Source: an optimization exercise on an open RTL-to-GDS flow (aim: small area, a short achievable clock period and few clock cycles per item). Production flows keep margins and buffers that such runs may drop.
Where RTL was checked, it was by simulation tests only, not by an equivalence proof against the original.
No activity file was given, so power comes from the tool's default toggle rates.

## restoringDividerFinal
module restoringDividerFinal (
    input  logic        clk,
    input  logic        rst,
    input  logic        start,
    input  logic        toggle,
    input  logic        push,
    input  logic [15:0] user_input,
    output logic        valid,
    output logic [6:0]  seg,
    output logic [7:0]  an,
    output logic [15:0] quotient,
    output logic [15:0] remainder
);
export LEC_CHECK = 0
export CAP_MARGIN = 20
export CORE_MARGIN = 2
export CORE_UTILIZATION = 60
export SETUP_SLACK_MARGIN = 1.8
export SLEW_MARGIN = 20
create_clock -name core_clock -period 4.0 [get_ports {clk}]
run.sh (not shown) runs the stock make flow with config.mk's settings and CLKGATE_MAP_FILE= SYNTH_SCRIPT=/design/flow/synth_recipe.tcl, a recipe that flattens the netlist after the stock synthesis.
The baseline produced a clean layout.
Testbench counts at the start, summed over its fixed seeds: cycles 12,627, items 2,400.
Edit:
==> flow/flow/run.sh (new file) <==
#!/bin/bash
# The standard ORFS flow (standard.sh) with two changes:
#  - synthesis does not extract full/half adder cells (ABC maps that logic)
#  - port buffers are buf_1 cells (the resizer upsizes those that timing needs)
# make's full output goes to flow.log; ORFS keeps each step's log under orfs/logs.
bash standard.sh ADDER_MAP_FILE= "BUFFER_PORTS_ARGS=-buffer_cell sky130_fd_sc_hd__buf_1" finish > flow.log 2>&1
==> flow/standard.sh (new file) <==
#!/bin/bash
# synth_recipe.tcl (not shown) runs the flow's synth.tcl, then flattens the netlist and writes it again
# the make line also repeats each setting of config.mk as NAME=value (left out here)
make -C /OpenROAD-flow-scripts/flow DESIGN_CONFIG=/design/flow/config.mk WORK_HOME=/design/flow/orfs CLKGATE_MAP_FILE= SYNTH_SCRIPT=/design/flow/synth_recipe.tcl "${@:-finish}"
ABC_AREA = 1   (was unset)
CTS_BUF_LIST = sky130_fd_sc_hd__clkbuf_4 sky130_fd_sc_hd__clkbuf_8   (was unset)
SETUP_SLACK_MARGIN = 2.0   (was 1.8)
removed: flow/run.sh
Outcome: The changed run ran to the end with no violations. Setup slack improved by 0.83 ns. Routed wire length decreases by about 8%. Core utilization decreases by 15 points. Non-clock buffer count decreases by 51. Die area increases by 9.5%. First-iteration DRC count decreases by about 10%. Via count increases by 20%. Flip-flop and latch count does not change. Cell count increases by 46%.
Edit:
CTS_BUF_LIST = unset   (was sky130_fd_sc_hd__clkbuf_4 sky130_fd_sc_hd__clkbuf_8)
SETUP_SLACK_MARGIN = 1.9   (was 2.0)
The changed run completed without violations.
Utilization decreases by 1.8 points.
Cell count shrinks by 1.4%.
Area after synthesis stays the same.
Edit:
ABC_AREA = unset   (was 1)
SETUP_SLACK_MARGIN = 1.8   (was 1.9)
The new run produced a clean layout.
Wire length rose by a few percent.
Via count fell by about a fifth.
Hold slack gets better by 0.18 ns.
Core utilization rose by 13 points.
Global-route usage rose by 2.7 points.
Maximum frequency fell by a quarter to a third.
Die area fell by a little under a tenth.

========
restoringDividerFinal again, from the RTL that the note above started with.
==> flow/config.mk <==
export PLATFORM = sky130hd
export DESIGN_NAME = restoringDividerFinal
export DESIGN_NICKNAME = restoringDividerFinal
export VERILOG_FILES = /design/flow/design.v
export SDC_FILE = /design/flow/constraint.sdc
export NUM_CORES = 4
export LEC_CHECK = 0
export ABC_AREA = 1
export CAP_MARGIN = 20
export CORE_MARGIN = 2
export CORE_UTILIZATION = 60
export CTS_BUF_LIST = sky130_fd_sc_hd__clkbuf_4 sky130_fd_sc_hd__clkbuf_8
export SETUP_SLACK_MARGIN = 1.8
export SLEW_MARGIN = 20
==> flow/constraint.sdc <==
create_clock -name core_clock -period 4.0 [get_ports {clk}]
set_input_delay 0.8000 -clock core_clock [delete_from_list [all_inputs] [get_ports {clk}]]
set_output_delay 0.8000 -clock core_clock [all_outputs]
set_load 0.01 [all_outputs]
standard.sh (not shown) runs the stock make flow with config.mk's settings and CLKGATE_MAP_FILE= SYNTH_SCRIPT=/design/flow/synth_recipe.tcl, a recipe that flattens the netlist after the stock synthesis.
==> flow/flow/run.sh <==
#!/bin/bash
# The standard ORFS flow (standard.sh) with two changes:
#  - synthesis does not extract full/half adder cells (ABC maps that logic)
#  - port buffers are buf_1 cells (the resizer upsizes those that timing needs)
# make's full output goes to flow.log; ORFS keeps each step's log under orfs/logs.
bash standard.sh ADDER_MAP_FILE= "BUFFER_PORTS_ARGS=-buffer_cell sky130_fd_sc_hd__buf_1" finish > flow.log 2>&1
The baseline ran to the end with no violations.
Testbench counts at the start, summed over its fixed seeds: cycles 12,627, items 2,400.
Next try:
==> flow/run.sh (new file) <==
#!/bin/bash
# synth_recipe.tcl (not shown) runs the flow's synth.tcl, then flattens the netlist and writes it again
# the make line also repeats each setting of config.mk as NAME=value (left out here)
make -C /OpenROAD-flow-scripts/flow DESIGN_CONFIG=/design/flow/config.mk WORK_HOME=/design/flow/orfs CLKGATE_MAP_FILE= SYNTH_SCRIPT=/design/flow/synth_recipe.tcl finish
- CTS_BUF_LIST: sky130_fd_sc_hd__clkbuf_4 sky130_fd_sc_hd__clkbuf_8 -> not set
- SETUP_SLACK_MARGIN: 1.8 -> 2.0
removed: flow/flow/run.sh
removed: flow/standard.sh
=>
- The new run passed the timing, DRC and antenna checks
- non-clock buffer count grows by 48
- clock power grows by a quarter to a third
- sequential share of layout area shrinks by 4.3 points
- routed wire length grows by roughly a tenth
- worst setup slack loses 520 ps
- via count grows by a few percent
- register-to-register slack loses 520 ps
- cell count shrinks slightly
Next try:
==> flow/flow/run.sh (new file) <==
#!/bin/bash
# The standard ORFS flow (standard.sh) with two changes:
#  - synthesis does not extract full/half adder cells (ABC maps that logic)
#  - port buffers are buf_1 cells (the resizer upsizes those that timing needs)
# make's full output goes to flow.log; ORFS keeps each step's log under orfs/logs.
bash standard.sh ADDER_MAP_FILE= "BUFFER_PORTS_ARGS=-buffer_cell sky130_fd_sc_hd__buf_1" finish > flow.log 2>&1
==> flow/standard.sh (new file) <==
#!/bin/bash
# synth_recipe.tcl (not shown) runs the flow's synth.tcl, then flattens the netlist and writes it again
# the make line also repeats each setting of config.mk as NAME=value (left out here)
make -C /OpenROAD-flow-scripts/flow DESIGN_CONFIG=/design/flow/config.mk WORK_HOME=/design/flow/orfs CLKGATE_MAP_FILE= SYNTH_SCRIPT=/design/flow/synth_recipe.tcl "${@:-finish}"
- SETUP_SLACK_MARGIN: 2.0 -> 2.2
removed: flow/run.sh
Maximum frequency climbs by a quarter to a third; routed wire length climbs by a quarter to a third; clock-buffer cell count came out lower by 3.
Next try:
- SETUP_SLACK_MARGIN: 2.2 -> 2.0
Wire length is lower by a quarter to a third. Synthesized area does not change. Via count goes down by about a fifth. Sequential power barely changes. Power came out lower by about a fifth.

========
before:
Another version of the RTL of restoringDividerFinal (not shown whole).
Size in the first run: ~69 I/O pins.
Settings: LEC_CHECK=0, CAP_MARGIN=20, CORE_MARGIN=2, CORE_UTILIZATION=40, SLEW_MARGIN=20; clock period 4.0 ns.
run.sh (not shown) runs the stock make flow with config.mk's settings and CLKGATE_MAP_FILE= SYNTH_SCRIPT=/design/flow/synth_recipe.tcl, a recipe that flattens the netlist after the stock synthesis.
Stock flow here: none of the scripts above is used.
Input changes introduced in after (baseline for comparison: before):
# before
export LEC_CHECK = 0
export CAP_MARGIN = 20
export CORE_MARGIN = 2
export CORE_UTILIZATION = 40
export SLEW_MARGIN = 20
create_clock -name core_clock -period 4.0 [get_ports {clk}]
# after
export LEC_CHECK = 0
export ABC_CLOCK_PERIOD_IN_PS = 2500
export CAP_MARGIN = 20
export CORE_MARGIN = 2
export CORE_UTILIZATION = 60
export SETUP_SLACK_MARGIN = 1.5
export SLEW_MARGIN = 20
create_clock -name core_clock -period 4.0 [get_ports {clk}]
Notes after the runs:
- Minimum period implied by the final worst setup slack (lower): after
- Compare before and after | post-CTS setup-driven buffer insertion count lower: before
- Fraction of power consumed by the clock network | after below before
- Compared after against before; required time at the endpoint of the critical path within noise.
- Die area | after < before
- The layout-stage area growth over the synthesis result in after sits 9.2 points above the value recorded for before.
- Status: maximum clock skew at final layout parity (before, after)
No run of this note included a check of the RTL's function; only the layout flow was run.

========
restoringDividerFinal, a different RTL version from the one above (not shown whole).
Size: ~69 I/O pins, ~7500 um2 of cells after synthesis.
clock: 4.0 ns
lec_check: 0
abc_area: 1
cap_margin: 20
core_margin: 2
core_utilization: 60
cts_buf_list: sky130_fd_sc_hd__clkbuf_2 sky130_fd_sc_hd__clkbuf_4 sky130_fd_sc_hd__clkbuf_8
setup_slack_margin: 1.9
slew_margin: 20
standard.sh (not shown) runs the stock make flow with config.mk's settings and CLKGATE_MAP_FILE= SYNTH_SCRIPT=/design/flow/synth_recipe.tcl, a recipe that flattens the netlist after the stock synthesis.
==> flow/flow/run.sh <==
#!/bin/bash
# The standard ORFS flow (standard.sh) with two changes:
#  - synthesis does not extract full/half adder cells (ABC maps that logic)
#  - port buffers are buf_1 cells (the resizer upsizes those that timing needs)
# make's full output goes to flow.log; ORFS keeps each step's log under orfs/logs.
bash standard.sh ADDER_MAP_FILE= "BUFFER_PORTS_ARGS=-buffer_cell sky130_fd_sc_hd__buf_1" finish > flow.log 2>&1
Testbench counts at the start, summed over its fixed seeds: cycles 12,201, items 2,400.
Rerun with:
--- a/flow/config.mk
+++ b/flow/config.mk
@@ -10,4 +10,4 @@
 export CORE_MARGIN = 2
-export CORE_UTILIZATION = 60
-export CTS_BUF_LIST = sky130_fd_sc_hd__clkbuf_2 sky130_fd_sc_hd__clkbuf_4 sky130_fd_sc_hd__clkbuf_8
+export CORE_UTILIZATION = 66
+export CTS_BUF_LIST = sky130_fd_sc_hd__clkbuf_4 sky130_fd_sc_hd__clkbuf_8
 export SETUP_SLACK_MARGIN = 1.9
Outcome: Routed wire length shrinks by 1.6%. Worst hold slack improves by 0.10 ns. Via count increases by 1.3%. Worst setup slack degrades by 0.062 ns. Total power rises by 2.9%.
Rerun with:
--- a/flow/config.mk
+++ b/flow/config.mk
@@ -10,3 +10,3 @@
 export CORE_MARGIN = 2
-export CORE_UTILIZATION = 66
+export CORE_UTILIZATION = 60
 export CTS_BUF_LIST = sky130_fd_sc_hd__clkbuf_4 sky130_fd_sc_hd__clkbuf_8
Setup slack gains 0.062 ns. Area after synthesis does not change. Power went down by a few percent.

separate check: timing with driven ports:
The flow's constraints put no driver on any port. The routed layouts listed below were extracted and timed again, unchanged, in two steps. Step 1, drivers: a clkbuf_16 drives clk and a buf_2 each remaining input, both assumed. Step 2 moves the port delays by t, midway between the first and last clock arrival at a register: inputs arrive t later, outputs are due t later. That takes back most of the time a late clock gives input paths. a / b / c = ideal ports / drivers / drivers and shift; a / b = the first two.
run | t, ns | setup WS [ns] | hold WS [ns] | slew at the worst register clock pin (ns) | pins driven straight from the clock port
the first run of note 1 | 0.470 | 1.159 / 1.159 / 1.159 | 0.506 / 0.506 / 0.506 | 0.07 / 0.07 | 1
the second run of note 1 | 0.495 | 1.993 / 1.993 / 1.683 | 0.238 / 0.220 / 0.462 | 0.08 / 0.08 | 1
the third run of note 1 | 0.466 | 2.010 / 1.993 / 1.685 | 0.280 / 0.255 / 0.460 | 0.06 / 0.06 | 1
the fourth run of note 1 | 0.464 | 1.291 / 1.291 / 1.192 | 0.462 / 0.462 / 0.462 | 0.06 / 0.06 | 1
the first run of note 2 | 0.491 | 1.901 / 1.869 / 1.577 | 0.236 / 0.219 / 0.462 | 0.08 / 0.08 | 1
the second run of note 2 | 0.463 | 1.383 / 1.383 / 1.383 | 0.438 / 0.438 / 0.438 | 0.06 / 0.06 | 1
the third run of note 2 | 0.474 | 1.910 / 1.910 / 1.682 | 0.439 / 0.439 / 0.439 | 0.07 / 0.07 | 1
the fourth run of note 2 | 0.466 | 2.023 / 1.995 / 1.684 | 0.279 / 0.256 / 0.460 | 0.06 / 0.06 | 1
before | 0.472 | 0.682 / 0.682 / 0.682 | 0.477 / 0.477 / 0.477 | 0.06 / 0.06 | 1
after | 0.461 | 1.267 / 1.267 / 1.171 | 0.481 / 0.481 / 0.481 | 0.06 / 0.06 | 1
the first run of note 4 | 0.485 | 1.967 / 1.967 / 1.657 | 0.338 / 0.320 / 0.444 | 0.09 / 0.09 | 1
the second run of note 4 | 0.480 | 1.904 / 1.870 / 1.623 | 0.442 / 0.442 / 0.442 | 0.08 / 0.08 | 1
the third run of note 4 | 0.485 | 1.967 / 1.967 / 1.657 | 0.338 / 0.320 / 0.444 | 0.09 / 0.09 | 1
After both steps setup and hold are still met in every run listed. For the fourth run of note 2, which loses most, drivers alone change the setup slack by -0.028 ns; drivers and shift together by -0.339 ns.
